This is an optimization exercise on Yosys and OpenROAD, whose aim is small area, a short achievable clock period and few clock cycles, not a production implementation. RTL that was checked went through simulation tests only; none was proved equivalent to the original. No functional check of the RTL was part of runs 1 and 2. Power figures rest on the tool's default switching activity, not on a simulated workload.

==> flow/design.v <==
`timescale 1 ns / 1 ps
module bk_add #(
   parameter                  W = 64
) (
   input    [W-1:0]           a,
   input    [W-1:0]           b,
   input                      ci,
   output   [W-1:0]           s
);
   localparam                 L = $clog2(W);
   reg   [W-1:0]              g, p, gg, pp;
   integer                    i, k;
   always @* begin
      p  = a ^ b;
      g  = a & b;
      gg = g;
      pp = p;
      gg[0] = g[0] | (p[0] & ci);
      for (k = 0; k < L; k = k + 1) begin
         for (i = (2 << k) - 1; i < W; i = i + (2 << k)) begin
            gg[i] = gg[i] | (pp[i] & gg[i - (1 << k)]);
            pp[i] = pp[i] & pp[i - (1 << k)];
         end
      end
      for (k = L - 2; k >= 0; k = k - 1) begin
         for (i = (3 << k) - 1; i < W; i = i + (2 << k)) begin
            gg[i] = gg[i] | (pp[i] & gg[i - (1 << k)]);
            pp[i] = pp[i] & pp[i - (1 << k)];
         end
      end
   end
   assign s = p ^ {gg[W-2:0], ci};
endmodule
module bk_lt #(
   parameter                  W = 64
) (
   input    [W-1:0]           a,
   input    [W-1:0]           b,
   output                     lt
);
   localparam                 L = $clog2(W);
   reg   [W-1:0]              gg, pp;
   integer                    i, k;
   always @* begin
      pp = a ^ ~b;
      gg = a & ~b;
      gg[0] = gg[0] | pp[0];
      for (k = 0; k < L; k = k + 1) begin
         for (i = (2 << k) - 1; i < W; i = i + (2 << k)) begin
            gg[i] = gg[i] | (pp[i] & gg[i - (1 << k)]);
            pp[i] = pp[i] & pp[i - (1 << k)];
         end
      end
   end
   assign lt = !gg[W-1];
endmodule
`timescale 1 ns / 1 ps
module hash31 (
   input    [31:0]            k,
   output   [30:0]            h
);
   wire t1, t2, t3, t4, t5, t6, t7, t8, t9, t10, t11, t12, t13, t14, t15, t16, t17, t18, t19, t20, t21, t22, t23, t24, t25, t26, t27, t28, t29, t30, t31, t32, t33, t34, t35, t36, t37, t38, t39, t40, t41, t42, t43, t44, t45, t46, t47, t48, t49, t50, t51, t52, t53, t54, t55, t56, t57, t58, t59, t60, t61, t62, t63, t64, t65, t66, t67, t68, t69, t70, t71, t72, t73, t74, t75, t76, t77, t78, t79, t80, t81, t82, t83, t84, t85, t86, t87, t88, t89, t90, t91, t92, t93, t94, t95, t96, t97, t98, t99, t100, t101, t102, t103, t104, t105, t106, t107, t108, t109, t110, t111, t112, t113, t114, t115, t116, t117, t118, t119, t120, t121, t122, t123, t124, t125, t126, t127, t128, t129, t130, t131, t132, t133, t134, t135, t136, t137, t138, t139, t140, t141, t142, t143, t144, t145, t146, t147, t148, t149, t150, t151, t152, t153, t154, t155, t156, t157, t158, t159, t160, t161, t162, t163, t164, t165, t166, t167, t168, t169, t170, t171, t172, t173, t174, t175, t176, t177, t178, t179, t180, t181, t182, t183, t184, t185, t186, t187, t188, t189, t190, t191, t192, t193, t194, t195, t196, t197, t198, t199, t200, t201, t202, t203, t204, t205, t206, t207, t208, t209, t210, t211, t212, t213, t214, t215, t216, t217, t218, t219, t220, t221, t222, t223, t224, t225, t226, t227, t228, t229, t230, t231, t232, t233, t234, t235, t236, t237, t238, t239, t240, t241, t242, t243, t244;
   assign t1 = k[29] ^ k[27];
   assign t2 = k[29] & k[27];
   assign t3 = k[30] ^ k[28] ^ k[27];
   assign t4 = (k[30] & k[28]) | (k[30] & k[27]) | (k[28] & k[27]);
   assign t5 = k[17] ^ k[15];
   assign t6 = k[17] & k[15];
   assign t7 = k[18] ^ k[16] ^ k[15];
   assign t8 = (k[18] & k[16]) | (k[18] & k[15]) | (k[16] & k[15]);
   assign t9 = k[19] ^ k[17] ^ k[16];
   assign t10 = (k[19] & k[17]) | (k[19] & k[16]) | (k[17] & k[16]);
   assign t11 = k[20] ^ k[18] ^ k[17];
   assign t12 = (k[20] & k[18]) | (k[20] & k[17]) | (k[18] & k[17]);
   assign t13 = k[21] ^ k[19] ^ k[18];
   assign t14 = (k[21] & k[19]) | (k[21] & k[18]) | (k[19] & k[18]);
   assign t15 = k[22] ^ k[20] ^ k[19];
   assign t16 = (k[22] & k[20]) | (k[22] & k[19]) | (k[20] & k[19]);
   assign t17 = k[23] ^ k[21] ^ k[20];
   assign t18 = (k[23] & k[21]) | (k[23] & k[20]) | (k[21] & k[20]);
   assign t19 = k[16] ^ k[13];
   assign t20 = k[16] & k[13];
   assign t21 = k[24] ^ k[22] ^ k[21];
   assign t22 = (k[24] & k[22]) | (k[24] & k[21]) | (k[22] & k[21]);
   assign t23 = k[17] ^ k[14] ^ k[13];
   assign t24 = (k[17] & k[14]) | (k[17] & k[13]) | (k[14] & k[13]);
   assign t25 = k[25] ^ k[23] ^ k[22];
   assign t26 = (k[25] & k[23]) | (k[25] & k[22]) | (k[23] & k[22]);
   assign t27 = k[18] ^ k[15] ^ k[14];
   assign t28 = (k[18] & k[15]) | (k[18] & k[14]) | (k[15] & k[14]);
   assign t29 = k[26] ^ k[24] ^ k[23];
   assign t30 = (k[26] & k[24]) | (k[26] & k[23]) | (k[24] & k[23]);
   assign t31 = k[19] ^ k[16] ^ k[15];
   assign t32 = (k[19] & k[16]) | (k[19] & k[15]) | (k[16] & k[15]);
   assign t33 = k[9] ^ k[3];
   assign t34 = k[9] & k[3];
   assign t35 = k[27] ^ k[25] ^ k[24];
   assign t36 = (k[27] & k[25]) | (k[27] & k[24]) | (k[25] & k[24]);
   assign t37 = k[20] ^ k[17] ^ k[16];
   assign t38 = (k[20] & k[17]) | (k[20] & k[16]) | (k[17] & k[16]);
   assign t39 = k[10] ^ k[4] ^ k[1];
   assign t40 = (k[10] & k[4]) | (k[10] & k[1]) | (k[4] & k[1]);
   assign t41 = k[28] ^ k[26] ^ k[25];
   assign t42 = (k[28] & k[26]) | (k[28] & k[25]) | (k[26] & k[25]);
   assign t43 = k[21] ^ k[18] ^ k[17];
   assign t44 = (k[21] & k[18]) | (k[21] & k[17]) | (k[18] & k[17]);
   assign t45 = k[11] ^ k[5] ^ k[2];
   assign t46 = (k[11] & k[5]) | (k[11] & k[2]) | (k[5] & k[2]);
   assign t47 = t1 ^ k[26] ^ k[22];
   assign t48 = (t1 & k[26]) | (t1 & k[22]) | (k[26] & k[22]);
   assign t49 = k[19] ^ k[18] ^ k[12];
   assign t50 = (k[19] & k[18]) | (k[19] & k[12]) | (k[18] & k[12]);
   assign t51 = k[6] ^ k[3] ^ k[0];
   assign t52 = (k[6] & k[3]) | (k[6] & k[0]) | (k[3] & k[0]);
   assign t53 = t2 ^ t3 ^ k[23];
   assign t54 = (t2 & t3) | (t2 & k[23]) | (t3 & k[23]);
   assign t55 = k[20] ^ k[19] ^ k[13];
   assign t56 = (k[20] & k[19]) | (k[20] & k[13]) | (k[19] & k[13]);
   assign t57 = k[7] ^ k[4] ^ k[1];
   assign t58 = (k[7] & k[4]) | (k[7] & k[1]) | (k[4] & k[1]);
   assign t59 = k[10] ^ k[8];
   assign t60 = k[10] & k[8];
   assign t61 = k[11] ^ k[9] ^ k[8];
   assign t62 = (k[11] & k[9]) | (k[11] & k[8]) | (k[9] & k[8]);
   assign t63 = k[4] ^ k[1];
   assign t64 = k[4] & k[1];
   assign t65 = k[12] ^ k[10] ^ k[9];
   assign t66 = (k[12] & k[10]) | (k[12] & k[9]) | (k[10] & k[9]);
   assign t67 = k[5] ^ k[2] ^ k[1];
   assign t68 = (k[5] & k[2]) | (k[5] & k[1]) | (k[2] & k[1]);
   assign t69 = k[13] ^ k[11] ^ k[10];
   assign t70 = (k[13] & k[11]) | (k[13] & k[10]) | (k[11] & k[10]);
   assign t71 = k[6] ^ k[3] ^ k[2];
   assign t72 = (k[6] & k[3]) | (k[6] & k[2]) | (k[3] & k[2]);
   assign t73 = k[14] ^ k[12] ^ k[11];
   assign t74 = (k[14] & k[12]) | (k[14] & k[11]) | (k[12] & k[11]);
   assign t75 = k[7] ^ k[4] ^ k[3];
   assign t76 = (k[7] & k[4]) | (k[7] & k[3]) | (k[4] & k[3]);
   assign t77 = k[15] ^ k[13] ^ k[12];
   assign t78 = (k[15] & k[13]) | (k[15] & k[12]) | (k[13] & k[12]);
   assign t79 = k[8] ^ k[5] ^ k[4];
   assign t80 = (k[8] & k[5]) | (k[8] & k[4]) | (k[5] & k[4]);
   assign t81 = k[16] ^ k[14] ^ k[13];
   assign t82 = (k[16] & k[14]) | (k[16] & k[13]) | (k[14] & k[13]);
   assign t83 = k[9] ^ k[6] ^ k[5];
   assign t84 = (k[9] & k[6]) | (k[9] & k[5]) | (k[6] & k[5]);
   assign t85 = t5 ^ k[14] ^ k[10];
   assign t86 = (t5 & k[14]) | (t5 & k[10]) | (k[14] & k[10]);
   assign t87 = k[7] ^ k[6] ^ k[0];
   assign t88 = (k[7] & k[6]) | (k[7] & k[0]) | (k[6] & k[0]);
   assign t89 = t6 ^ t7 ^ k[11];
   assign t90 = (t6 & t7) | (t6 & k[11]) | (t7 & k[11]);
   assign t91 = k[8] ^ k[7] ^ k[1];
   assign t92 = (k[8] & k[7]) | (k[8] & k[1]) | (k[7] & k[1]);
   assign t93 = t8 ^ t9 ^ k[12];
   assign t94 = (t8 & t9) | (t8 & k[12]) | (t9 & k[12]);
   assign t95 = k[9] ^ k[8] ^ k[2];
   assign t96 = (k[9] & k[8]) | (k[9] & k[2]) | (k[8] & k[2]);
   assign t97 = t10 ^ t11 ^ k[13];
   assign t98 = (t10 & t11) | (t10 & k[13]) | (t11 & k[13]);
   assign t99 = k[10] ^ k[9] ^ k[3];
   assign t100 = (k[10] & k[9]) | (k[10] & k[3]) | (k[9] & k[3]);
   assign t101 = t12 ^ t13 ^ k[14];
   assign t102 = (t12 & t13) | (t12 & k[14]) | (t13 & k[14]);
   assign t103 = k[11] ^ k[10] ^ k[4];
   assign t104 = (k[11] & k[10]) | (k[11] & k[4]) | (k[10] & k[4]);
   assign t105 = t14 ^ t15 ^ k[15];
   assign t106 = (t14 & t15) | (t14 & k[15]) | (t15 & k[15]);
   assign t107 = k[12] ^ k[11] ^ k[5];
   assign t108 = (k[12] & k[11]) | (k[12] & k[5]) | (k[11] & k[5]);
   assign t109 = t16 ^ t17 ^ t19;
   assign t110 = (t16 & t17) | (t16 & t19) | (t17 & t19);
   assign t111 = k[12] ^ k[6] ^ k[0];
   assign t112 = (k[12] & k[6]) | (k[12] & k[0]) | (k[6] & k[0]);
   assign t113 = t18 ^ t20 ^ t21;
   assign t114 = (t18 & t20) | (t18 & t21) | (t20 & t21);
   assign t115 = t23 ^ k[7] ^ k[1];
   assign t116 = (t23 & k[7]) | (t23 & k[1]) | (k[7] & k[1]);
   assign t117 = t22 ^ t24 ^ t25;
   assign t118 = (t22 & t24) | (t22 & t25) | (t24 & t25);
   assign t119 = t27 ^ k[8] ^ k[2];
   assign t120 = (t27 & k[8]) | (t27 & k[2]) | (k[8] & k[2]);
   assign t121 = t26 ^ t28 ^ t29;
   assign t122 = (t26 & t28) | (t26 & t29) | (t28 & t29);
   assign t123 = t31 ^ t33 ^ k[0];
   assign t124 = (t31 & t33) | (t31 & k[0]) | (t33 & k[0]);
   assign t125 = t30 ^ t32 ^ t34;
   assign t126 = (t30 & t32) | (t30 & t34) | (t32 & t34);
   assign t127 = t35 ^ t37 ^ t39;
   assign t128 = (t35 & t37) | (t35 & t39) | (t37 & t39);
   assign t129 = t36 ^ t38 ^ t40;
   assign t130 = (t36 & t38) | (t36 & t40) | (t38 & t40);
   assign t131 = t41 ^ t43 ^ t45;
   assign t132 = (t41 & t43) | (t41 & t45) | (t43 & t45);
   assign t133 = t42 ^ t44 ^ t46;
   assign t134 = (t42 & t44) | (t42 & t46) | (t44 & t46);
   assign t135 = t47 ^ t49 ^ t51;
   assign t136 = (t47 & t49) | (t47 & t51) | (t49 & t51);
   assign t137 = t48 ^ t50 ^ t52;
   assign t138 = (t48 & t50) | (t48 & t52) | (t50 & t52);
   assign t139 = t53 ^ t55 ^ t57;
   assign t140 = (t53 & t55) | (t53 & t57) | (t55 & t57);
   assign t141 = k[7] ^ k[5];
   assign t142 = k[7] & k[5];
   assign t143 = k[8] ^ k[6] ^ k[5];
   assign t144 = (k[8] & k[6]) | (k[8] & k[5]) | (k[6] & k[5]);
   assign t145 = k[9] ^ k[7] ^ k[6];
   assign t146 = (k[9] & k[7]) | (k[9] & k[6]) | (k[7] & k[6]);
   assign t147 = t59 ^ k[7] ^ k[3];
   assign t148 = (t59 & k[7]) | (t59 & k[3]) | (k[7] & k[3]);
   assign t149 = t60 ^ t61 ^ t63;
   assign t150 = (t60 & t61) | (t60 & t63) | (t61 & t63);
   assign t151 = t62 ^ t64 ^ t65;
   assign t152 = (t62 & t64) | (t62 & t65) | (t64 & t65);
   assign t153 = t66 ^ t68 ^ t69;
   assign t154 = (t66 & t68) | (t66 & t69) | (t68 & t69);
   assign t155 = t70 ^ t72 ^ t73;
   assign t156 = (t70 & t72) | (t70 & t73) | (t72 & t73);
   assign t157 = t74 ^ t76 ^ t77;
   assign t158 = (t74 & t76) | (t74 & t77) | (t76 & t77);
   assign t159 = t78 ^ t80 ^ t81;
   assign t160 = (t78 & t80) | (t78 & t81) | (t80 & t81);
   assign t161 = t82 ^ t84 ^ t85;
   assign t162 = (t82 & t84) | (t82 & t85) | (t84 & t85);
   assign t163 = t86 ^ t88 ^ t89;
   assign t164 = (t86 & t88) | (t86 & t89) | (t88 & t89);
   assign t165 = t90 ^ t92 ^ t93;
   assign t166 = (t90 & t92) | (t90 & t93) | (t92 & t93);
   assign t167 = t94 ^ t96 ^ t97;
   assign t168 = (t94 & t96) | (t94 & t97) | (t96 & t97);
   assign t169 = t98 ^ t100 ^ t101;
   assign t170 = (t98 & t100) | (t98 & t101) | (t100 & t101);
   assign t171 = t102 ^ t104 ^ t105;
   assign t172 = (t102 & t104) | (t102 & t105) | (t104 & t105);
   assign t173 = t106 ^ t108 ^ t109;
   assign t174 = (t106 & t108) | (t106 & t109) | (t108 & t109);
   assign t175 = t110 ^ t112 ^ t113;
   assign t176 = (t110 & t112) | (t110 & t113) | (t112 & t113);
   assign t177 = t114 ^ t116 ^ t117;
   assign t178 = (t114 & t116) | (t114 & t117) | (t116 & t117);
   assign t179 = t118 ^ t120 ^ t121;
   assign t180 = (t118 & t120) | (t118 & t121) | (t120 & t121);
   assign t181 = t122 ^ t124 ^ t125;
   assign t182 = (t122 & t124) | (t122 & t125) | (t124 & t125);
   assign t183 = t126 ^ t128 ^ t129;
   assign t184 = (t126 & t128) | (t126 & t129) | (t128 & t129);
   assign t185 = t130 ^ t132 ^ t133;
   assign t186 = (t130 & t132) | (t130 & t133) | (t132 & t133);
   assign t187 = t134 ^ t136 ^ t137;
   assign t188 = (t134 & t136) | (t134 & t137) | (t136 & t137);
   assign t189 = k[3] ^ k[1];
   assign t190 = k[3] & k[1];
   assign t191 = k[4] ^ k[2] ^ k[1];
   assign t192 = (k[4] & k[2]) | (k[4] & k[1]) | (k[2] & k[1]);
   assign t193 = k[5] ^ k[3] ^ k[2];
   assign t194 = (k[5] & k[3]) | (k[5] & k[2]) | (k[3] & k[2]);
   assign t195 = k[6] ^ k[4] ^ k[3];
   assign t196 = (k[6] & k[4]) | (k[6] & k[3]) | (k[4] & k[3]);
   assign t197 = t141 ^ k[4] ^ k[0];
   assign t198 = (t141 & k[4]) | (t141 & k[0]) | (k[4] & k[0]);
   assign t199 = t142 ^ t143 ^ k[1];
   assign t200 = (t142 & t143) | (t142 & k[1]) | (t143 & k[1]);
   assign t201 = t144 ^ t145 ^ k[2];
   assign t202 = (t144 & t145) | (t144 & k[2]) | (t145 & k[2]);
   assign t203 = t146 ^ t147 ^ k[0];
   assign t204 = (t146 & t147) | (t146 & k[0]) | (t147 & k[0]);
   assign t205 = t148 ^ t149 ^ k[0];
   assign t206 = (t148 & t149) | (t148 & k[0]) | (t149 & k[0]);
   assign t207 = t150 ^ t151 ^ t67;
   assign t208 = (t150 & t151) | (t150 & t67) | (t151 & t67);
   assign t209 = t152 ^ t153 ^ t71;
   assign t210 = (t152 & t153) | (t152 & t71) | (t153 & t71);
   assign t211 = t154 ^ t155 ^ t75;
   assign t212 = (t154 & t155) | (t154 & t75) | (t155 & t75);
   assign t213 = t156 ^ t157 ^ t79;
   assign t214 = (t156 & t157) | (t156 & t79) | (t157 & t79);
   assign t215 = t158 ^ t159 ^ t83;
   assign t216 = (t158 & t159) | (t158 & t83) | (t159 & t83);
   assign t217 = t160 ^ t161 ^ t87;
   assign t218 = (t160 & t161) | (t160 & t87) | (t161 & t87);
   assign t219 = t162 ^ t163 ^ t91;
   assign t220 = (t162 & t163) | (t162 & t91) | (t163 & t91);
   assign t221 = t164 ^ t165 ^ t95;
   assign t222 = (t164 & t165) | (t164 & t95) | (t165 & t95);
   assign t223 = t166 ^ t167 ^ t99;
   assign t224 = (t166 & t167) | (t166 & t99) | (t167 & t99);
   assign t225 = t168 ^ t169 ^ t103;
   assign t226 = (t168 & t169) | (t168 & t103) | (t169 & t103);
   assign t227 = t170 ^ t171 ^ t107;
   assign t228 = (t170 & t171) | (t170 & t107) | (t171 & t107);
   assign t229 = t172 ^ t173 ^ t111;
   assign t230 = (t172 & t173) | (t172 & t111) | (t173 & t111);
   assign t231 = t174 ^ t175 ^ t115;
   assign t232 = (t174 & t175) | (t174 & t115) | (t175 & t115);
   assign t233 = t176 ^ t177 ^ t119;
   assign t234 = (t176 & t177) | (t176 & t119) | (t177 & t119);
   assign t235 = t178 ^ t179 ^ t123;
   assign t236 = (t178 & t179) | (t178 & t123) | (t179 & t123);
   assign t237 = t180 ^ t181 ^ t127;
   assign t238 = (t180 & t181) | (t180 & t127) | (t181 & t127);
   assign t239 = t182 ^ t183 ^ t131;
   assign t240 = (t182 & t183) | (t182 & t131) | (t183 & t131);
   assign t241 = t184 ^ t185 ^ t135;
   assign t242 = (t184 & t185) | (t184 & t135) | (t185 & t135);
   assign t243 = t186 ^ t187 ^ t139;
   assign t244 = (t186 & t187) | (t186 & t139) | (t187 & t139);
   wire  [30:0]               ra = {t242, t240, t238, t236, t234, t232, t230, t228, t226, t224, t222, t220, t218, t216, t214, t212, t210, t208, t206, t204, t202, t200, t198, t196, t194, t192, t190, t189, k[2], k[1], k[0]};
   wire  [30:0]               rb = {t243, t241, t239, t237, t235, t233, t231, t229, t227, t225, t223, t221, t219, t217, t215, t213, t211, t209, t207, t205, t203, t201, t199, t197, t195, t193, t191, k[0], k[0], 1'b0, 1'b0};
   bk_add #(.W(31)) ADD (.a(ra), .b(rb), .ci(1'b0), .s(h));
endmodule
`timescale 1 ns / 1 ps
module engine (
   input                      clk,
   input                      rst,
   output                     done,
   input    [63:0]            num_rows_in,
   input    [63:0]            rows_size_in,
   input    [63:0]            row_start_in,
   input    [63:0]            row_skip_in,
   input    [63:0]            hash_table_mask,
   input                      row_rq_stall_in,
   output                     row_rq_vld_out,
   output   [47:0]            row_rq_vadr_out,
   output                     row_rs_stall_out,
   input                      row_rs_vld_in,
   input    [63:0]            row_rs_data_in,
   input                      ll_afull_in,
   output                     ll_write_en_out,
   output   [47:0]            ll_address_out,
   output   [63:0]            ll_payload_out,
   input                      ht_rq_afull_in,
   output                     ht_rq_read_en_out,
   output   [47:0]            ht_rq_address_out,
   output   [63:0]            ht_rq_data_out,
   output                     ht_rs_afull_out,
   input                      ht_rs_write_en_in,
   input    [63:0]            ht_rs_data_in,
   input                      ll_update_afull_in,
   output                     ll_update_write_en_out,
   output   [47:0]            ll_update_addr_out,
   output   [63:0]            ll_update_data_out,
   input                      ll_rs_write_en_in
);
   wire  [47:0]               size_s = rows_size_in[47:0];
   wire  [47:0]               ss_s   = row_start_in[47:0] | row_skip_in[47:0];
   reg   [5:0]                msb_s;
   integer                    j;
   always @* begin
      msb_s = 6'd0;
      for (j = 0; j < 48; j = j + 1)
         if (ss_s[j]) msb_s = j[5:0];
   end
   reg   [5:0]                bit_a;       
   reg                        last_a;      
   reg                        sbit_a, kbit_a;
   reg                        init_a;      
   reg   [47:0]               badr_a;      
   reg   [47:0]               step_a;      
   wire  [5:0]                sel_a      = rst ? msb_s : bit_a;
   wire                       sbit_s     = row_start_in[sel_a];
   wire                       kbit_s     = row_skip_in[sel_a];
   reg   [63:0]               idx_a;
   reg                        more_a;
   reg                        primed_a;
   wire                       rq_s       = init_a && more_a && !row_rq_stall_in;
   wire  [47:0]               badr_op_a  = init_a ? badr_a : {badr_a[46:0], 1'b0};
   wire  [47:0]               badr_op_b  = init_a ? step_a : (sbit_a ? size_s : 48'd0);
   wire  [47:0]               badr_sum;
   wire  [47:0]               step_sum;
   bk_add #(.W(48)) BADR_ADD (.a(badr_op_a), .b(badr_op_b), .ci(1'b0), .s(badr_sum));
   bk_add #(.W(48)) STEP_ADD (.a({step_a[46:0], 1'b0}), .b(kbit_a ? size_s : 48'd0),
                              .ci(1'b0), .s(step_sum));
   always @(posedge clk) begin
      if (rst || !init_a) begin
         sbit_a   <= sbit_s;
         kbit_a   <= kbit_s;
         last_a   <= (sel_a == 6'd0);
         bit_a    <= sel_a - 6'd1;
      end
      if (rst) begin
         init_a   <= 1'b0;
         badr_a   <= 48'd0;
         step_a   <= 48'd0;
      end else if (!init_a) begin
         badr_a   <= badr_sum;
         step_a   <= step_sum;
         init_a   <= last_a;
      end else if (rq_s) begin
         badr_a   <= badr_sum;
      end
   end
   wire  [63:0]               idx_a_sum;
   wire                       idx_a_lt;
   bk_add #(.W(64)) IDXA_ADD (.a(idx_a), .b(row_skip_in), .ci(1'b0), .s(idx_a_sum));
   bk_lt  #(.W(64)) IDXA_LT  (.a(idx_a), .b(num_rows_in), .lt(idx_a_lt));
   always @(posedge clk) begin
      if (rst) begin
         idx_a    <= row_start_in;
         more_a   <= 1'b0;
         primed_a <= 1'b0;
      end else if (!primed_a || rq_s) begin
         idx_a    <= idx_a_sum;
         more_a   <= idx_a_lt;
         primed_a <= 1'b1;
      end
   end
   assign row_rq_vld_out  = rq_s;
   assign row_rq_vadr_out = {3'd0, badr_a[47:3]};
   wire                       push_s = row_rs_vld_in;
   reg                        lv0;
   reg   [63:0]               ld0;
   wire                       ll_fire = (lv0 || push_s) && !ll_afull_in;
   wire                       lv0_nx  = (lv0 || push_s) && !ll_fire;
   always @(posedge clk)
      if (!lv0) ld0 <= row_rs_data_in;
   reg                        kv;
   reg   [31:0]               kd;
   reg                        hv0, hv1;
   reg   [30:0]               hd0, hd1;
   wire                       ht_fire = hv0 && !ht_rq_afull_in;
   wire                       k_move  = kv && (!hv1 || ht_fire);
   always @(posedge clk)
      if (push_s) kd <= row_rs_data_in[63:32];
   wire  [30:0]               prod_s;
   hash31 HASH (.k(kd), .h(prod_s));
   wire  [30:0]               hash_s = prod_s & hash_table_mask[30:0];
   always @(posedge clk) begin
      if (ht_fire) begin
         hd0 <= hv1 ? hd1 : hash_s;
         hd1 <= hash_s;
      end else if (kv) begin
         if (!hv0)      hd0 <= hash_s;
         else if (!hv1) hd1 <= hash_s;
      end
   end
   wire                       hv0_nx = ht_fire ? (hv1 || kv) : (hv0 || kv);
   wire                       hv1_nx = ht_fire ? (hv1 && kv) : (hv1 || (hv0 && kv));
   wire                       kv_nx  = push_s || (kv && !k_move);
   reg                        row_stall_r;
   always @(posedge clk) begin
      if (rst) begin
         lv0 <= 1'b0; kv <= 1'b0; hv0 <= 1'b0; hv1 <= 1'b0;
         row_stall_r <= 1'b0;
      end else begin
         lv0 <= lv0_nx; kv <= kv_nx; hv0 <= hv0_nx; hv1 <= hv1_nx;
         row_stall_r <= lv0_nx || (kv_nx && hv1_nx);
      end
   end
   assign row_rs_stall_out = row_stall_r;
   reg   [46:0]               idx_l;       
   reg   [63:0]               idx_h;       
   wire  [46:0]               idx_l_sum;
   wire  [63:0]               idx_h_sum;
   bk_add #(.W(47)) IDXL_ADD (.a(idx_l), .b(row_skip_in[46:0]), .ci(1'b0), .s(idx_l_sum));
   bk_add #(.W(64)) IDXH_ADD (.a(idx_h), .b(row_skip_in), .ci(1'b0), .s(idx_h_sum));
   always @(posedge clk) begin
      if (rst) begin
         idx_l <= row_start_in[46:0];
         idx_h <= row_start_in;
      end else begin
         if (ll_fire) idx_l <= idx_l_sum;
         if (ht_fire) idx_h <= idx_h_sum;
      end
   end
   assign ll_write_en_out    = ll_fire;
   assign ll_address_out     = {idx_l, 1'b0};
   assign ll_payload_out     = lv0 ? ld0 : row_rs_data_in;
   assign ht_rq_read_en_out  = ht_fire;
   assign ht_rq_address_out  = {17'd0, hd0};
   assign ht_rq_data_out     = idx_h;
   reg                        uv0;
   reg   [63:0]               ud0;
   wire                       u_vld   = uv0 || ht_rs_write_en_in;
   wire                       u_fire  = u_vld && !ll_update_afull_in;
   wire                       uv0_nx  = u_vld && !u_fire;
   reg   [46:0]               idx_u;
   reg                        ht_afull_r;
   wire  [46:0]               idx_u_sum;
   bk_add #(.W(47)) IDXU_ADD (.a(idx_u), .b(row_skip_in[46:0]), .ci(1'b0), .s(idx_u_sum));
   always @(posedge clk) begin
      if (!uv0) ud0 <= ht_rs_data_in;
      if (rst) begin
         uv0        <= 1'b0;
         ht_afull_r <= 1'b0;
         idx_u      <= row_start_in[46:0];
      end else begin
         uv0        <= uv0_nx;
         ht_afull_r <= uv0_nx;
         if (u_fire) idx_u <= idx_u_sum;
      end
   end
   assign ht_rs_afull_out        = ht_afull_r;
   assign ll_update_write_en_out = u_fire;
   assign ll_update_addr_out     = {idx_u, 1'b1};
   assign ll_update_data_out     = uv0 ? ud0 : ht_rs_data_in;
   reg   [15:0]               inflight;
   always @(posedge clk) begin
      if (rst)
         inflight <= 16'd0;
      else if (rq_s && !ll_rs_write_en_in)
         inflight <= inflight + 16'd1;
      else if (!rq_s && ll_rs_write_en_in)
         inflight <= inflight - 16'd1;
   end
   assign done = primed_a && !more_a &&
                 (inflight == 16'd0 || (inflight == 16'd1 && ll_rs_write_en_in));
endmodule
==> flow/run.sh <==
#!/bin/bash
# synth_recipe.tcl (not shown) runs the flow's synth.tcl, then flattens the netlist and writes it again
# the make line also repeats each setting of config.mk as NAME=value (left out here)
make -C /OpenROAD-flow-scripts/flow DESIGN_CONFIG=/design/flow/config.mk WORK_HOME=/design/flow/orfs CLKGATE_MAP_FILE= SYNTH_SCRIPT=/design/flow/synth_recipe.tcl finish
==> flow/config.mk <==
export PLATFORM = sky130hd
export DESIGN_NAME = engine
export DESIGN_NICKNAME = engine
export VERILOG_FILES = /design/flow/design.v
export SDC_FILE = /design/flow/constraint.sdc
export NUM_CORES = 4
export LEC_CHECK = 0
export ABC_CLOCK_PERIOD_IN_PS = 5000
export CAP_MARGIN = 20
export CORE_MARGIN = 2
export CORE_UTILIZATION = 40
export SETUP_SLACK_MARGIN = 5
export SLEW_MARGIN = 20
==> flow/constraint.sdc <==
create_clock -name core_clock -period 11.0 [get_ports {clk}]
set_input_delay 2.2000 -clock core_clock [delete_from_list [all_inputs] [get_ports {clk}]]
set_output_delay 2.2000 -clock core_clock [all_outputs]
set_load 0.01 [all_outputs]
==> summary.md, run 1 <==
| Metric | Value |
|---|---|
| Slew Viols, Final | `0` |
| Ys flop type | `edfxtp_1` |
| Core Region | `0.107 mm2` |
| Share of flip-flops with an asynchronous set or reset | `0` |
| First-pass GRT wire length | `219000 um` |
| Vias in the first global route | `35400` |
| Final setup violation count | `0` |
| Final non-filler cell area | `between 0.05 and 0.06 mm2` |
| TritonCTS Buffers | `75` |
| Sum Neg Setup Slack | `0 ns` |
| Rows | `120` |
| Max-cap violations | `0` |
| Layout cell share with drive strength beyond 1 | `0.0976` |
| Vias post-DR | `35300` |
| R2R Setup Slk | `5.36 ns` |
| Syn Area/Cell | `10.0 um2` |
| CP Launch Type | `primary input` |
| Gate Count Post-Synth | `4339` |
| Crit-path cells | `dlygate4sd2_1 > ha_1 > a21o_1 > a21oi_1 > nor2b_1 > or4_1 > a211oi_4 > o221ai_2 > o211ai_1 > buf_4 > a21oi_4 > nor4_4 > o31a_1 > a21oi_2 > fa_2 > xor2_1 > xnor2_1 > o21ai_0` |
| Die area | `0.111 mm2` |
| Detail Route Antenna Nets | `0` |
| Area contributors post-synth | `edfxtp_1 22%, fa_1 13%, ha_1 12%, dfxtp_1 11%, mux2_2 4.0%` |
| Hpwl dp | `114000 um` |
| Drt total wl | `147000 um` |
| Leakage | `0.0240 uW` |
| # H-tree levels | `3` |
| HP Class | `register to register` |
| GRT Overall Usage | `0.258` |
| Initial core utilization | `0.405` |
| Combinational fraction of design power | `0.478` |
| Crit path kind | `primary input to register` |
| Sequential Power Share | `0.294` |
| Worst-Skew Late Latency | `~0.67 ns` |
| Initial drt markers | `around 2200` |
| Worst-path fanout max | `7` |
| Fin crit share | `0.544` |
| Pint | `7020 uW` |
| Routed vias/inst | `5.37` |
| Core Util, Final | `0.522` |
| Psw | `4220 uW` |
| Avg WL per Cell | `around 22 um` |
| Area leader, netlist | `edfxtp_1` |
| Remaining global-route overflow | `0` |
| Switching Fraction | `0.376` |
| Hold_buf cts | `0` |
| Clk pin slew, worst setup/hold paths | `~0.060 ns` |
| Yosys reg bits | `573` |
| PD cells | `between 200 and 250 mW/mm2` |
| Port bufs | `776` |
| CTS Sinks | `573` |
| Multi-input logic area | `0.0269 mm2` |
| Final Hold Fails | `0` |
| Number of synthesized flops with an enable pin | `324` |
| # nets final | `between 6000 and 7000` |
| Yosys cell types | `86` |
| # fillers | `9757` |
| Clk network pwr share | `0.228` |
| Status | `no timing/DRC/antenna violations` |
| Slowest-stage cell, CP | `dlygate4sd2_1` |
| Chip width | `~330 um` |
| Worst Skew | `0.0247 ns` |
| Max Root-Sink Buffers | `3` |
| Storage cell area | `0.0147 mm2` |
| Req. time, crit path | `11.37 ns` |
| Rel. slew slack | `0.272` |
| Synth Warn # | `6` |
| Root buf cell | `clkbuf_16` |
| Post-synthesis sequential area ratio | `0.339` |
| Placement Cell Area | `0.0524 mm2` |
| CTS tree | `done` |
| DRC errors left | `0` |
| Synth-to-Final Area Change | `29.0%` |
| Initial antenna violation count | `52` |
| Slowest Stage Delay on Critical Path | `~0.5 ns` |
| Io pins | `around 850` |
| Post-layout min period | `5.98 ns` |
| Top cell type's share of synthesized area | `0.224` |
| Mapped cell area | `0.0435 mm2` |
| Data arrival, critical path | `around 6.4 ns` |
| Tightest Pin Transition | `about 1.1 ns` |
| Setup crit end kind | `register` |
| Die span in y | `334 um` |
| Unrepaired setup endpoints after global routing | `yes` |
| GP Congestion | `roughly 0.9` |
| Largest net degree at the start of global routing | `between 100 and 150` |
| Commonest non-fill, non-tap cell in the layout | `clkdlybuf4s50_1` |
| Fmax achieved | `~170 MHz` |
| Peak supply drop | `0.137 mV` |
| Most frequent cells in the layout | `725 x clkdlybuf4s50_1, 419 x inv_1, 396 x ha_1, 324 x edfxtp_1, 305 x nand2_1` |
| TritonRoute pass-1 iters | `5` |
cells by family (layout without fill, tap and decap cells):
logic type | Yosys count | count (layout) | synth area share
xor+xnor | 204 | 204 | 0.0411
simple gates | 950 | 950 | 0.103
flops | 573 | 573 | 0.339
buf+inv | 629 | 1425 | 0.0608
other cells | 2 | 37 | 0.000173
fa+ha+maj | 685 | 685 | 0.245
mux | 236 | 236 | 0.0588
compound gates | 1060 | 1060 | 0.152
worst max-delay path, delay by kind of cell:
family,cells,cell delay [ns]
compound gates,9,1.56
buf+inv,2,0.68
xor+xnor,2,0.30
simple gates,3,0.85
fa+ha+maj,2,0.75
area by class of cell:
| type | instances | area share |
|---|---|---|
| antenna | 15 | 0.000670 |
| clock buffer | 116 | 0.0403 |
| clock inverter | 20 | 0.00502 |
| inverter | 423 | 0.0284 |
| multi-input combinational | 3157 | 0.480 |
| sequential | 573 | 0.263 |
| tap | 1403 | 0.0313 |
| timing repair buffer | 866 | 0.151 |
metal layers:
metal  global-route usage  vias up  part of all wire  wire (um)
met5                    0        -            0.0025        363
met4               0.0779       54             0.028       4050
met1                0.334    17200              0.43      62400
met3               0.0658      253             0.077      11200
li1                     -    16700                 -          -
met2                0.425     1030              0.47      68500
final timing paths:
kind              startpoint          to  depth (start not counted)
max          row_skip_in[37]   idx_h[63]                         18
min                   last_a      init_a                          2
max reg2reg           init_a  badr_a[47]                         20
min reg2reg           last_a      init_a                          2
synthesized netlist by cell type, drive strengths merged (45+ instances only):
master,n
a211oi,51
and2,58
nor3,45
a21o,153
clkbuf,114
ha,408
mux2,153
nand2b,64
buf,92
dfxtp,249
nand2,308
mux2i,83
a21oi,311
a22o,45
edfxtp,324
nor2,265
fa,277
xnor2,184
o21ai,298
inv,423
state kept, by name, summed over array words and instances, names as in the netlist, 6 cells and up:
register	cells
idx_h	64
bit_a	6
idx_u	47
idx_l	47
inflight	16
ld0	64
ud0	64
badr_a	48
idx_a	64
kd	31
hd0	31
step_a	48
hd1	31
power groups by stage:
stage | combinational, uW | sequential, uW | clock (uW)
3_5_place_dp | 5220 | 3340 | 0
4_1_cts | 5330 | 3300 | 2620
5_1_grt | 6110 | 3370 | 2690
3_3_place_gp | 5120 | 3330 | 0
2_1_floorplan | 3640 | 3270 | 0
6_report | 5380 | 3300 | 2560
metrics by stage:
step / power [uW] / std cells / setup slack (ns) / hold WS (ns)
6_report: 11200 / 6573 / 5.02 / 0.456
5_1_grt: 12200 / 6562 / 4.90 / 0.482
4_1_cts: 11300 / 6530 / 4.91 / 0.461
3_5_place_dp: 8560 / 6364 / 2.93 / 0.446
3_3_place_gp: 8450 / 6364 / 2.95 / 0.433
2_1_floorplan: 6910 / 4359 / 5.00 / 0.428
what timing repair did:
action / CTS / global route
buffers inserted: 29 / 28
resized for setup: 129 / 102
setup endpoints to repair: 102 / 27
pin swaps: 28 / 48
gates cloned: 1 / 0
==> run 2, diff against run 1 <==
==> flow/flow/run.sh (new file) <==
#!/bin/bash
# Layout: the standard flow (standard.sh: the standard synthesis, then
# ORFS floorplan to finish at the design's clock and constraints), with two
# changes to how the layout is optimised:
#  - the port buffers that buffer_ports inserts are buf_1 cells;
#  - repair_timing works towards a larger setup margin.
# make's full output goes to standard_finish.log in this folder.
set -uo pipefail
bash standard.sh \
   "BUFFER_PORTS_ARGS=-buffer_cell sky130_fd_sc_hd__buf_1" \
   SETUP_SLACK_MARGIN=5.5 \
   finish > standard_finish.log 2>&1
status=$?
tail -5 standard_finish.log
exit $status
==> flow/standard.sh (new file) <==
#!/bin/bash
# synth_recipe.tcl (not shown) runs the flow's synth.tcl, then flattens the netlist and writes it again
# the make line also repeats each setting of config.mk as NAME=value (left out here)
make -C /OpenROAD-flow-scripts/flow DESIGN_CONFIG=/design/flow/config.mk WORK_HOME=/design/flow/orfs CLKGATE_MAP_FILE= SYNTH_SCRIPT=/design/flow/synth_recipe.tcl "${@:-finish}"
--- a/flow/config.mk
+++ b/flow/config.mk
@@ -10,4 +10,3 @@
 export CORE_MARGIN = 2
 export CORE_UTILIZATION = 40
-export SETUP_SLACK_MARGIN = 5
 export SLEW_MARGIN = 20
removed: flow/run.sh
==> summary.md, run 2 <==
| Metric | Value |
|---|---|
| Switching Fraction | `0.393 (+0.0173)` |
| Max-cap violations | `0 (unchanged)` |
| Worst Skew | `0.0331 ns (+0.00842 ns)` |
| Area leader, netlist | `edfxtp_1` |
| Post-synthesis sequential area ratio | `0.339 (unchanged)` |
| Clk network pwr share | `0.222 (-0.006)` |
| Storage cell area | `0.0147 mm2 (unchanged)` |
| Vias in the first global route | `34800 (-1.7%)` |
| Final Hold Fails | `0 (unchanged)` |
| Final setup violation count | `0 (unchanged)` |
| CTS Sinks | `573 (unchanged)` |
| Layout cell share with drive strength beyond 1 | `0.111 (+0.0132)` |
| Unrepaired setup endpoints after global routing | `yes` |
| Post-synth top cells | `422 x inv_1, 408 x ha_1, 324 x edfxtp_1, 311 x a21oi_1, 308 x nand2_1` |
| Psw | `4280 uW (+1.4%)` |
| Top-count cell post-synth | `inv_1` |
| Fmax achieved | `178 MHz (+6.6%)` |
| Hpwl dp | `112000 um (-1.1%)` |
| Commonest non-fill, non-tap cell in the layout | `buf_1` |
| Most frequent cells in the layout | `747 x buf_1, 407 x inv_1, 394 x ha_1, 324 x edfxtp_1, 305 x nand2_1` |
| Leakage | `0.0219 uW (-8.5%)` |
| Yosys cell types | `86 (unchanged)` |
| Largest net degree at the start of global routing | `127 (-5.2%)` |
| DRC errors left | `0 (unchanged)` |
| Peak supply drop | `0.201 mV (+47%)` |
| Mapped cell area | `0.0435 mm2 (unchanged)` |
| # H-tree levels | `3 (unchanged)` |
| First-pass GRT wire length | `213000 um (-2.8%)` |
| Die span in y | `334 um (unchanged)` |
| # fillers | `10300 (+5.4%)` |
| Post-layout min period | `5.61 ns (-0.372 ns)` |
| Sum Neg Setup Slack | `0 ns (unchanged)` |
| TritonCTS Buffers | `74 (-1.3%)` |
| Crit-path cells | `buf_12 > ha_4 > inv_2 > fa_2 > nor2b_2 > o31a_1 > o21ai_4 > a21o_1 > a31oi_4 > a211oi_2 > o221ai_2 > o211ai_1 > buf_4 > a21oi_4 > nor4_4 > o31a_1 > a21oi_2 > fa_2 > xor2_2 > xnor2_1 > o21ai_1` |
| Sequential Power Share | `0.301 (+0.007)` |
| Rows | `120 (unchanged)` |
| Initial drt markers | `2129 (-1.3%)` |
| Detail Route Antenna Nets | `0 (unchanged)` |
| Combinational fraction of design power | `0.477 (about the same)` |
| Io pins | `848 (unchanged)` |
| Setup WS pre-CTS | `3.68 ns (+0.759 ns)` |
| Yosys reg bits | `573 (unchanged)` |
| Drt total wl | `144000 um (-2.0%)` |
| Clk pin slew, worst setup/hold paths | `0.06 ns (about the same)` |
| Avg WL per Cell | `21.7 um (-2.5%)` |
| Req. time, crit path | `11.38 ns (about the same)` |
| Gate Count Post-Synth | `4339 (unchanged)` |
| Power consumption | `10900 uW (-3.1%)` |
| Core Util, Final | `0.481 (-0.0413)` |
| HP Class | `register to register` |
| Routed vias/inst | `5.34 (-0.52%)` |
| Fin crit share | `0.510 (-0.0338)` |
| Share of flip-flops with an asynchronous set or reset | `0 (unchanged)` |
| Area contributors post-synth | `edfxtp_1 22%, fa_1 13%, ha_1 12%, dfxtp_1 11%, mux2_2 4.0%` |
| Multi-input logic area | `0.0271 mm2 (+0.67%)` |
| Synth-to-Final Area Change | `18.8%` |
| Synth Warn # | `6 (unchanged)` |
| Slowest-stage cell, CP | `fa_2` |
| Chip width | `334 um (unchanged)` |
| TritonRoute pass-1 iters | `5 (unchanged)` |
| Rel. slew slack | `0.284 (+0.0124)` |
| GRT Overall Usage | `0.252 (-0.00662)` |
| Slew Viols, Final | `0 (unchanged)` |
| CP Launch Type | `primary input` |
| CP Buf/Inv Count | `3 (+1)` |
| Worst-path fanout max | `4 (-3)` |
| Top cell type's share of synthesized area | `0.224 (unchanged)` |
| Setup crit end kind | `register` |
| Data arrival, critical path | `5.99 ns (-0.36 ns)` |
| Remaining global-route overflow | `0 (unchanged)` |
| CTS tree | `done` |
| Max Root-Sink Buffers | `3 (unchanged)` |
| CP top delay family | `compound AO/OA/AOI/OAI gates` |
| Die area | `0.111 mm2 (unchanged)` |
| Number of synthesized flops with an enable pin | `324 (unchanged)` |
| Vias post-DR | `35300 (-0.020%)` |
| Pint | `6620 uW (-5.7%)` |
| Core Region | `0.107 mm2 (unchanged)` |
| Initial core utilization | `0.405 (unchanged)` |
| # nets final | `6269 (+0.50%)` |
| PD cells | `211 mW/mm2 (+5.3%)` |
| Crit path kind | `primary input to register` |
| Root buf cell | `clkbuf_16` |
| Slowest Stage Delay on Critical Path | `0.36 ns (-0.15 ns)` |
| Port bufs | `776 (unchanged)` |
| Final worst setup slack | `5.39 ns (+0.372 ns)` |
| Syn Area/Cell | `10.0 um2 (unchanged)` |
| Initial antenna violation count | `53 (+1.9%)` |
| Status | `no timing/DRC/antenna violations` |
| Ys flop type | `edfxtp_1` |
| Tightest Pin Transition | `1.07 ns (-0.0186 ns)` |
| Worst-Skew Late Latency | `0.67 ns (about the same)` |
| GP Congestion | `0.916 (+1.1%)` |
## run 2: cell counts after synthesis
No cell type changed its count.
## run 2: final timing paths
path / from / to / slack [ns] / cells past startpoint
max: row_skip_in[0] / idx_h[63] / 5.39 / 21
max reg2reg: kd[19] / hd0[29] / 5.73 / 18
min reg2reg: last_a / init_a / 0.46 / 2
min: last_a / init_a / 0.46 / 2
## run 2: area by class of cell
type	count	area share
multi-input combinational	3157	0.525
sequential	573	0.285
timing repair buffer	898	0.0776
clock buffer	96	0.0397
tap	1403	0.0340
inverter	423	0.0310
clock inverter	34	0.00618
antenna	22	0.00107
## run 2: per-stage QoR
stage | instances | hold WS, ns | cell area, um2
floorplan | 4359 | 0.428 | 43800
global placement | 6372 | 0.437 | 47800
detailed placement | 6372 | 0.448 | 47800
CTS | 6556 | 0.463 | 51000
global route | 6592 | 0.479 | 51600
finish | 6606 | 0.457 | 51600
## run 2: cell families (layout without fill, tap and decap cells)
group / count (synthesis) / after routing / share of synthesized area
buffers and inverters: 629 / 1451 / 0.0608
other: 2 / 44 / 0.000173
AND/OR/NAND/NOR: 950 / 950 / 0.103
XOR/XNOR: 204 / 204 / 0.0411
adder cells (fa/ha/maj): 685 / 685 / 0.245
multiplexers: 236 / 236 / 0.0588
flip-flops: 573 / 573 / 0.339
AO/OA/AOI/OAI: 1060 / 1060 / 0.152
## run 2: tightest hold or removal path, stage by stage, from the launching register on
cell and delay (ns):
edfxtp_1 0.32, nor2_1 0.04, nor2_1 0.07
## run 2: power by group through the flow
stage	clock network [uW]	logic, uW	registers [uW]
final	2420	5190	3280
after CTS	2480	5090	3280
after global routing	2550	5920	3340
after floorplan	0	3680	3270
after detailed placement	0	4920	3320
after global placement	0	4810	3310
## run 2: layer usage
metal,routed length [um],vias up,GRT usage
met5,366,-,0
met4,4100,56,0.0795
met3,11600,262,0.0645
met2,67200,1037,0.413
met1,60300,17100,0.324
li1,-,16800,-
## run 2: timing repair
item | 4_1_cts | 5_1_grt
setup buffers | 54 | 27
resized for setup | 101 | 77
pin swaps | 55 | 74
endpoints found under the setup margin | 101 | 48
cloned | 0 | 0
hold buffers | 0 | 0
==> run 3, diff against run 2 <==
--- a/flow/design.v
+++ b/flow/design.v
@@ -342,4 +342,7 @@
    input                      ll_rs_write_en_in
 );
+   reg   [63:0]               skip_r;
+   always @(posedge clk)
+      if (rst) skip_r <= row_skip_in;
    wire  [47:0]               size_s = rows_size_in[47:0];
    wire  [47:0]               ss_s   = row_start_in[47:0] | row_skip_in[47:0];
@@ -392,5 +395,5 @@
    wire  [63:0]               idx_a_sum;
    wire                       idx_a_lt;
-   bk_add #(.W(64)) IDXA_ADD (.a(idx_a), .b(row_skip_in), .ci(1'b0), .s(idx_a_sum));
+   bk_add #(.W(64)) IDXA_ADD (.a(idx_a), .b(skip_r), .ci(1'b0), .s(idx_a_sum));
    bk_lt  #(.W(64)) IDXA_LT  (.a(idx_a), .b(num_rows_in), .lt(idx_a_lt));
    always @(posedge clk) begin
@@ -452,6 +455,6 @@
    wire  [46:0]               idx_l_sum;
    wire  [63:0]               idx_h_sum;
-   bk_add #(.W(47)) IDXL_ADD (.a(idx_l), .b(row_skip_in[46:0]), .ci(1'b0), .s(idx_l_sum));
-   bk_add #(.W(64)) IDXH_ADD (.a(idx_h), .b(row_skip_in), .ci(1'b0), .s(idx_h_sum));
+   bk_add #(.W(47)) IDXL_ADD (.a(idx_l), .b(skip_r[46:0]), .ci(1'b0), .s(idx_l_sum));
+   bk_add #(.W(64)) IDXH_ADD (.a(idx_h), .b(skip_r), .ci(1'b0), .s(idx_h_sum));
    always @(posedge clk) begin
       if (rst) begin
@@ -477,5 +480,5 @@
    reg                        ht_afull_r;
    wire  [46:0]               idx_u_sum;
-   bk_add #(.W(47)) IDXU_ADD (.a(idx_u), .b(row_skip_in[46:0]), .ci(1'b0), .s(idx_u_sum));
+   bk_add #(.W(47)) IDXU_ADD (.a(idx_u), .b(skip_r[46:0]), .ci(1'b0), .s(idx_u_sum));
    always @(posedge clk) begin
       if (!uv0) ud0 <= ht_rs_data_in;
--- a/flow/flow/run.sh
+++ b/flow/flow/run.sh
@@ -9,5 +9,5 @@
 bash standard.sh \
    "BUFFER_PORTS_ARGS=-buffer_cell sky130_fd_sc_hd__buf_1" \
-   SETUP_SLACK_MARGIN=5.5 \
+   SETUP_SLACK_MARGIN=6.0 \
    finish > standard_finish.log 2>&1
 status=$?
==> summary.md, run 3 <==
| Metric | Value |
|---|---|
| Initial antenna violation count | `58 (+9.4%)` |
| Ys flop type | `edfxtp_1` |
| Status | `no timing/DRC/antenna violations` |
| # H-tree levels | `3 (unchanged)` |
| Non-Filler Instances | `6769 (+2.5%)` |
| Avg WL per Cell | `21.9 um (+0.64%)` |
| Switching Fraction | `0.385 (-0.00829)` |
| Area leader, netlist | `edfxtp_1` |
| Top cell type's share of synthesized area | `0.257 (+0.0326)` |
| Gate Count Post-Synth | `4368 (+0.67%)` |
| CTS tree | `done` |
| Chip width | `341 um (+2.2%)` |
| First-pass GRT wire length | `219000 um (+2.6%)` |
| Commonest non-fill, non-tap cell in the layout | `buf_1` |
| Crit path kind | `primary input to register` |
| Reg-to-reg startpoint | `init_a` |
| Sequential Power Share | `0.297 (-0.004)` |
| Final setup violation count | `0 (unchanged)` |
| Worst-Skew Late Latency | `0.66 ns (about the same)` |
| Initial drt markers | `2411 (+13%)` |
| HP Class | `register to register` |
| Vias post-DR | `36400 (+3.2%)` |
| Synth Warn # | `6 (unchanged)` |
| Post-synth top cells | `420 x inv_1, 408 x ha_1, 388 x edfxtp_1, 302 x o21ai_0, 298 x a21oi_1` |
| Req. time, crit path | `11.48 ns (+0.10 ns)` |
| Rel. slew slack | `0.293 (+0.00886)` |
| Share of flip-flops with an asynchronous set or reset | `0 (unchanged)` |
| Remaining global-route overflow | `0 (unchanged)` |
| Max Root-Sink Buffers | `3 (unchanged)` |
| Hold_buf cts | `0 (unchanged)` |
| CP Launch Type | `primary input` |
| Vias in the first global route | `36000 (+3.5%)` |
| Core Util, Final | `0.482 (+0.00152)` |
| Hold Path Cell Cnt | `2 (unchanged)` |
| Placed cell count | `6491 (+1.9%)` |
| Hpwl dp | `113000 um (+0.70%)` |
| GRT Overall Usage | `0.247 (-0.00438)` |
| Worst R2R End | `badr_a[47]` |
| Worst-path fanout max | `3 (-1)` |
| Worst Skew | `0.0303 ns (-0.00281 ns)` |
| Root buf cell | `clkbuf_16` |
| Layout cell share with drive strength beyond 1 | `0.119 (+0.00851)` |
| Final Hold Fails | `0 (unchanged)` |
| Min-Delay Endpoint | `init_a` |
| Fmax achieved | `183 MHz (+2.9%)` |
| Unrepaired setup endpoints after global routing | `yes` |
| Die span in y | `341 um (+2.2%)` |
| Mapped cell area | `0.0454 mm2 (+4.5%)` |
| Core Region | `0.112 mm2 (+4.8%)` |
| Number of synthesized flops with an enable pin | `388 (+20%)` |
| Combinational fraction of design power | `0.471 (-0.006)` |
| Port bufs | `776 (unchanged)` |
| Sum Neg Setup Slack | `0 ns (unchanged)` |
| R2R cell count | `20 (+2)` |
| Max-cap violations | `0 (unchanged)` |
| Psw | `4800 uW (+12%)` |
| PD cells | `230 mW/mm2 (+9.0%)` |
| Leakage | `0.0228 uW (+3.9%)` |
| Storage cell area | `0.0166 mm2 (+13%)` |
| Initial core utilization | `0.404 (-0.00108)` |
| Fin crit share | `0.496 (-0.0143)` |
| Clk network pwr share | `0.231 (+0.009)` |
| Top-count cell post-synth | `inv_1` |
| Area contributors post-synth | `edfxtp_1 26%, fa_1 12%, ha_1 11%, dfxtp_1 11%, mux2_2 3.9%` |
| Post-layout min period | `5.45 ns (-0.157 ns)` |
| CTS Sinks | `637 (+11%)` |
| Multi-input logic area | `0.0272 mm2 (+0.30%)` |
| Yosys reg bits | `637 (+11%)` |
| # fillers | `10600 (+2.7%)` |
| Most frequent cells in the layout | `756 x buf_1, 410 x inv_1, 390 x ha_1, 388 x edfxtp_1, 282 x a21oi_1` |
| Data arrival, critical path | `5.93 ns (-0.06 ns)` |
| # nets final | `6313 (+0.70%)` |
| GP Congestion | `0.943 (+3.0%)` |
| Setup crit end kind | `register` |
| Hold wc startpoint | `last_a` |
| Tightest Pin Transition | `1.06 ns (-0.0133 ns)` |
| Io pins | `848 (unchanged)` |
| Die area | `0.116 mm2 (+4.5%)` |
| TritonRoute pass-1 iters | `5 (unchanged)` |
| Pint | `7680 uW (+16%)` |
| Drt total wl | `148000 um (+3.1%)` |
| Largest net degree at the start of global routing | `86 (-32%)` |
| DRC errors left | `0 (unchanged)` |
| Clk pin slew, worst setup/hold paths | `0.06 ns (about the same)` |
| Rows | `123 (+2.5%)` |
| Synth-to-Final Area Change | `19.5%` |
| Post-synthesis sequential area ratio | `0.366 (+0.0277)` |
| R2R Setup Slk | `5.86 ns (+0.13 ns)` |
| Peak supply drop | `0.178 mV (-11%)` |
| Routed vias/inst | `5.37 (+0.67%)` |
| Yosys cell types | `91 (+5.8%)` |
| Syn Area/Cell | `10.4 um2 (+3.8%)` |
| Slew Viols, Final | `0 (unchanged)` |
| Detail Route Antenna Nets | `0 (unchanged)` |
| TritonCTS Buffers | `80 (+8.1%)` |
-- run 3: changes by cell type after synthesis, sizes merged, moves of 9 or more --
cell and change:
a21o +18, a21oi -12, a31oi -12, buf +12, clkbuf -18, edfxtp +64, nand2 -39, nand2b -12
nand3 +26, nand4 -9
-- run 3: power groups by stage --
stage	clock network [uW]	registers (uW)	logic, uW
final	2890	3710	5880
after global placement	0	3770	5170
after CTS	2960	3720	5530
after floorplan	0	3690	4030
after global routing	3040	3790	6670
after detailed placement	0	3770	5290
-- run 3: how the worst max path moves through the flow --
stage               slack (ns)        startpoint          to  depth (start not counted)
global route              5.41   rows_size_in[0]  badr_a[47]                         21
floorplan                 5.35  rows_size_in[17]  step_a[47]                         18
global placement          4.11               rst      kbit_a                         12
finish                    5.55   rows_size_in[0]  badr_a[47]                         21
detailed placement        4.00               rst      kbit_a                         12
CTS                       5.52   rows_size_in[0]  badr_a[47]                         21
-- run 3: routing by layer --
layer | up-vias | track usage | routed length (um)
met4 | 54 | 0.0862 | 5050
met5 | - | 0 | 342
met3 | 284 | 0.0614 | 11600
met1 | 17800 | 0.313 | 60700
met2 | 1219 | 0.412 | 70300
li1 | 17100 | - | -
-- run 3: final cells by class --
type                       count  area share
antenna                       30     0.00138
clock buffer                 103      0.0419
clock inverter                47      0.0109
inverter                     421      0.0294
multi-input combinational   3133       0.501
sequential                   637       0.307
tap                         1500      0.0346
timing repair buffer         898      0.0739
-- run 3: critical path, cell delays in order --
cell,delay (ns)
buf_6,0.07
a22o_1,0.11
ha_2,0.17
inv_2,0.03
fa_2,0.33
nand2b_4,0.17
a21oi_4,0.21
o2111ai_2,0.15
nand4_1,0.18
a41o_1,0.27
a41oi_2,0.22
o21ai_2,0.23
a41oi_2,0.16
a21oi_2,0.22
a31oi_2,0.13
o21a_1,0.20
fa_2,0.35
xnor2_2,0.15
nor2_1,0.14
xnor2_1,0.13
a211oi_1,0.08
-- run 3: per-stage QoR --
stage          instance area [um2]  power [uW]  setup slack, ns  hold slack [ns]
2_1_floorplan                45700        7710             5.35            0.428
3_3_place_gp                 49700        8930             4.11            0.445
3_5_place_dp                 49700        9060             4.00            0.447
4_1_cts                      53400       12200             5.52            0.460
5_1_grt                      54200       13500             5.41            0.478
6_report                     54300       12500             5.55            0.458
-- run 3: logic make-up (layout without fill, tap and decap cells) --
logic type / Yosys count / after routing / share of synthesized area
buffers and inverters: 621 / 1469 / 0.0582
flip-flops: 637 / 637 / 0.366
XOR/XNOR: 205 / 205 / 0.0395
AND/OR/NAND/NOR: 906 / 909 / 0.0947
other: 2 / 52 / 0.000165
multiplexers: 239 / 239 / 0.0578
AO/OA/AOI/OAI: 1073 / 1073 / 0.149
adder cells (fa/ha/maj): 685 / 685 / 0.235
-- run 3: timing repair --
action / CTS / global route
gates cloned: 4 / 0
setup buffers: 56 / 38
pin swaps: 51 / 61
setup endpoints to repair: 74 / 57
gates resized for setup: 80 / 105
Testbench counts of run 3, summed over its fixed seeds: cycles 12,034.
==> run 4, diff against run 3 <==
--- a/flow/config.mk
+++ b/flow/config.mk
@@ -10,3 +10,4 @@
 export CORE_MARGIN = 2
 export CORE_UTILIZATION = 40
+export CTS_BUF_LIST = sky130_fd_sc_hd__clkbuf_4 sky130_fd_sc_hd__clkbuf_8
 export SLEW_MARGIN = 20
==> summary.md, run 4 <==
| Metric | Value |
|---|---|
| Largest net degree at the start of global routing | `86 (unchanged)` |
| Data arrival, critical path | `5.93 ns (about the same)` |
| Routed vias/inst | `5.35 (-0.46%)` |
| CTS tree | `done` |
| Drt total wl | `148000 um (about the same)` |
| Mapped cell area | `0.0454 mm2 (unchanged)` |
| Sum Neg Setup Slack | `0 ns (unchanged)` |
| Synth-to-Final Area Change | `18.6%` |
| Gate Count Post-Synth | `4368 (unchanged)` |
| Unrepaired setup endpoints after global routing | `yes` |
| TritonCTS Buffers | `130 (+63%)` |
| PD cells | `226 mW/mm2 (-2.0%)` |
| Worst-Skew Late Latency | `0.82 ns (+0.16 ns)` |
| Layout cell share with drive strength beyond 1 | `0.126 (+0.00707)` |
| Area contributors post-synth | `edfxtp_1 26%, fa_1 12%, ha_1 11%, dfxtp_1 11%, mux2_2 3.9%` |
| Initial antenna violation count | `58 (unchanged)` |
| Non-Filler Instances | `6851 (+1.2%)` |
| Fin crit share | `0.480 (-0.0159)` |
| Final Hold Fails | `0 (unchanged)` |
| Tightest Pin Transition | `1.06 ns (+0.00317 ns)` |
| First-pass GRT wire length | `219000 um (+0.23%)` |
| GP Congestion | `0.943 (unchanged)` |
| Fmax achieved | `190 MHz (+3.3%)` |
| Hpwl dp | `113000 um (unchanged)` |
| DRC errors left | `0 (unchanged)` |
| Chip width | `341 um (unchanged)` |
| Vias in the first global route | `36500 (+1.2%)` |
| # H-tree levels | `4 (+1)` |
| Clk pin slew, worst setup/hold paths | `0.06 ns (about the same)` |
| Vias post-DR | `36600 (+0.75%)` |
| Final setup violation count | `0 (unchanged)` |
| Top-count cell post-synth | `inv_1` |
| Yosys cell types | `91 (unchanged)` |
| Max-cap violations | `0 (unchanged)` |
| Ys flop type | `edfxtp_1` |
| Post-layout min period | `5.28 ns (-0.175 ns)` |
| GRT Overall Usage | `0.249 (+0.00167)` |
| CP Launch Type | `primary input` |
| Syn Area/Cell | `10.4 um2 (unchanged)` |
| HP Class | `register to register` |
| Leakage | `0.0227 uW (-0.31%)` |
| Worst setup path endpoint | `badr_a[47]` |
| R2R Setup Slk | `5.89 ns (+0.03 ns)` |
| Core Region | `0.112 mm2 (unchanged)` |
| Peak supply drop | `0.175 mV (-1.7%)` |
| Remaining global-route overflow | `0 (unchanged)` |
| Share of flip-flops with an asynchronous set or reset | `0 (unchanged)` |
| Detail Route Antenna Nets | `0 (unchanged)` |
| Post-synth top cells | `420 x inv_1, 408 x ha_1, 388 x edfxtp_1, 302 x o21ai_0, 298 x a21oi_1` |
| # nets final | `6346 (+0.52%)` |
| Synth Warn # | `6 (unchanged)` |
| Port bufs | `776 (unchanged)` |
| Io pins | `848 (unchanged)` |
| Die area | `0.116 mm2 (unchanged)` |
| Initial core utilization | `0.404 (unchanged)` |
| Post-synthesis sequential area ratio | `0.366 (unchanged)` |
| Area leader, netlist | `edfxtp_1` |
| Reg-to-reg startpoint | `kd[11]` |
| Initial drt markers | `2262 (-6.2%)` |
| # fillers | `10700 (+1.1%)` |
| Req. time, crit path | `11.65 ns (+0.17 ns)` |
| Status | `no timing/DRC/antenna violations` |
| Setup crit start | `rows_size_in[0]` |
| Rows | `123 (unchanged)` |
| Avg WL per Cell | `21.6 um (-1.2%)` |
| Most frequent cells in the layout | `759 x buf_1, 411 x inv_1, 392 x ha_1, 388 x edfxtp_1, 284 x a21oi_1` |
| Top cell type's share of synthesized area | `0.257 (unchanged)` |
| Worst R2R End | `hd0[29]` |
| Rel. slew slack | `0.291 (-0.00211)` |
| Root buf cell | `clkbuf_8` |
| Worst Skew | `0.0456 ns (+0.0153 ns)` |
| Yosys reg bits | `637 (unchanged)` |
| CTS Sinks | `637 (unchanged)` |
| Placed cell count | `6491 (unchanged)` |
| Slew Viols, Final | `0 (unchanged)` |
| Hold_buf cts | `0 (unchanged)` |
| TritonRoute pass-1 iters | `6 (+1)` |
| Die span in y | `341 um (unchanged)` |
| Crit path kind | `primary input to register` |
| Max Root-Sink Buffers | `3 (unchanged)` |
| R2R cell count | `18 (-10%)` |
| Worst-path fanout max | `3 (unchanged)` |
| Number of synthesized flops with an enable pin | `388 (unchanged)` |
| Setup crit end kind | `register` |
| Commonest non-fill, non-tap cell in the layout | `buf_1` |
==> run 4: cell counts after synthesis <==
No cell type changed its count.
==> run 4: kinds of logic (layout without fill, tap and decap cells) <==
group	Yosys count	count (layout)	synth area share
simple gates	906	909	0.0947
xor+xnor	205	205	0.0395
fa+ha+maj	685	685	0.235
buf+inv	621	1540	0.0582
compound gates	1073	1073	0.149
other cells	2	63	0.000165
flops	637	637	0.366
mux	239	239	0.0578
==> run 4: stage by stage <==
stage	power (uW)	util	hold slack, ns	instance area (um2)	worst slack [ns]
6_report	12100	0.479	0.457	53900	5.72
5_1_grt	13200	0.478	0.478	53800	5.62
4_1_cts	12000	0.474	0.460	53300	5.72
3_5_place_dp	9060	0.442	0.447	49700	4.00
3_3_place_gp	8930	0.442	0.445	49700	4.11
2_1_floorplan	7710	-	0.428	45700	5.35
==> run 4: worst max-delay path: stages <==
cell and delay (ns):
buf_6 0.07, a22o_1 0.11, ha_2 0.17, inv_2 0.03
fa_2 0.34, nand2b_4 0.17, a21oi_4 0.22, o2111ai_2 0.15
nand4_1 0.18, a41o_1 0.27, a41oi_2 0.22, o21ai_2 0.23
a41oi_2 0.16, a21oi_2 0.22, a31oi_2 0.13, o21a_1 0.20
fa_2 0.36, xnor2_2 0.15, nor2_1 0.14, xnor2_1 0.13
a211oi_1 0.08
==> run 4: what timing repair did <==
item                       4_1_cts  5_1_grt
gates resized for setup         77       59
setup endpoints to repair       70       50
pin swaps                       47       40
buffers inserted                57       20
cloned                           4        0
==> run 4: metal layers <==
| layer | track usage | vias up | part of all wire |
|---|---|---|---|
| met3 | 0.0652 | 330 | 0.086 |
| met2 | 0.409 | 1328 | 0.47 |
| met1 | 0.313 | 17800 | 0.40 |
| li1 | - | 17200 | - |
| met5 | 0 | - | 0.0021 |
| met4 | 0.0958 | 48 | 0.038 |
==> run 4: worst min-delay path by stage <==
stage          endpoint     from  cells past startpoint  slack, ns
2_1_floorplan    init_a   last_a                      2       0.43
3_3_place_gp     init_a   last_a                      2       0.44
3_5_place_dp     init_a   last_a                      2       0.45
4_1_cts          init_a   last_a                      2       0.46
5_1_grt         ud0[15]  ud0[15]                      1       0.48
6_report         init_a   last_a                      2       0.46
==> run 4: layout make-up <==
type,instances,area (um2),area share
clock buffers,184,2300,0.0427
well taps,1500,1880,0.0348
multi-input cells,3133,27000,0.502
repair buffers,881,3850,0.0715
diodes,41,103,0.00191
flip-flops and latches,637,16600,0.309
inverters,421,1590,0.0295
clock inverters,54,478,0.00888
==> run 4: report_power, final <==
group | switching (uW) | leakage, uW | total, uW | internal (uW)
registers | 488 | 0.00591 | 3710 | 3230
logic | 3110 | 0.0153 | 5750 | 2640
clock network | 1180 | 0.00147 | 2690 | 1510
total | 4780 | 0.0227 | 12100 | 7370

static timing again, ports no longer ideal:
The flow's constraints put no driver on any port. The routed layouts listed below were extracted and timed again, unchanged, in two steps.
Step 1 sets driving cells, clkbuf_16 on the clock port and buf_2 on the other inputs (assumed; they add their load-dependent delay and slew).
Step 2 also shifts input and output timing later by t, the mid clock arrival at the registers, as if the neighbouring blocks saw the same clock.
Three values: no drivers, after step 1, after step 2; two values: the first two.
run | t, ns | setup WS [ns] | pins driven straight from the clock port
run 1 | 0.732 | 5.020 / 5.048 / 4.316 | 1
run 2 | 0.720 | 5.392 / 5.388 / 4.669 | 1
run 3 | 0.724 | 5.549 / 5.524 / 4.800 | 1
run 4 | 0.883 | 5.724 / 5.690 / 4.807 | 1
After both steps setup and hold are still met in every run listed. For run 4, which loses most, drivers alone change the setup slack by -0.034 ns; drivers and shift together by -0.917 ns.
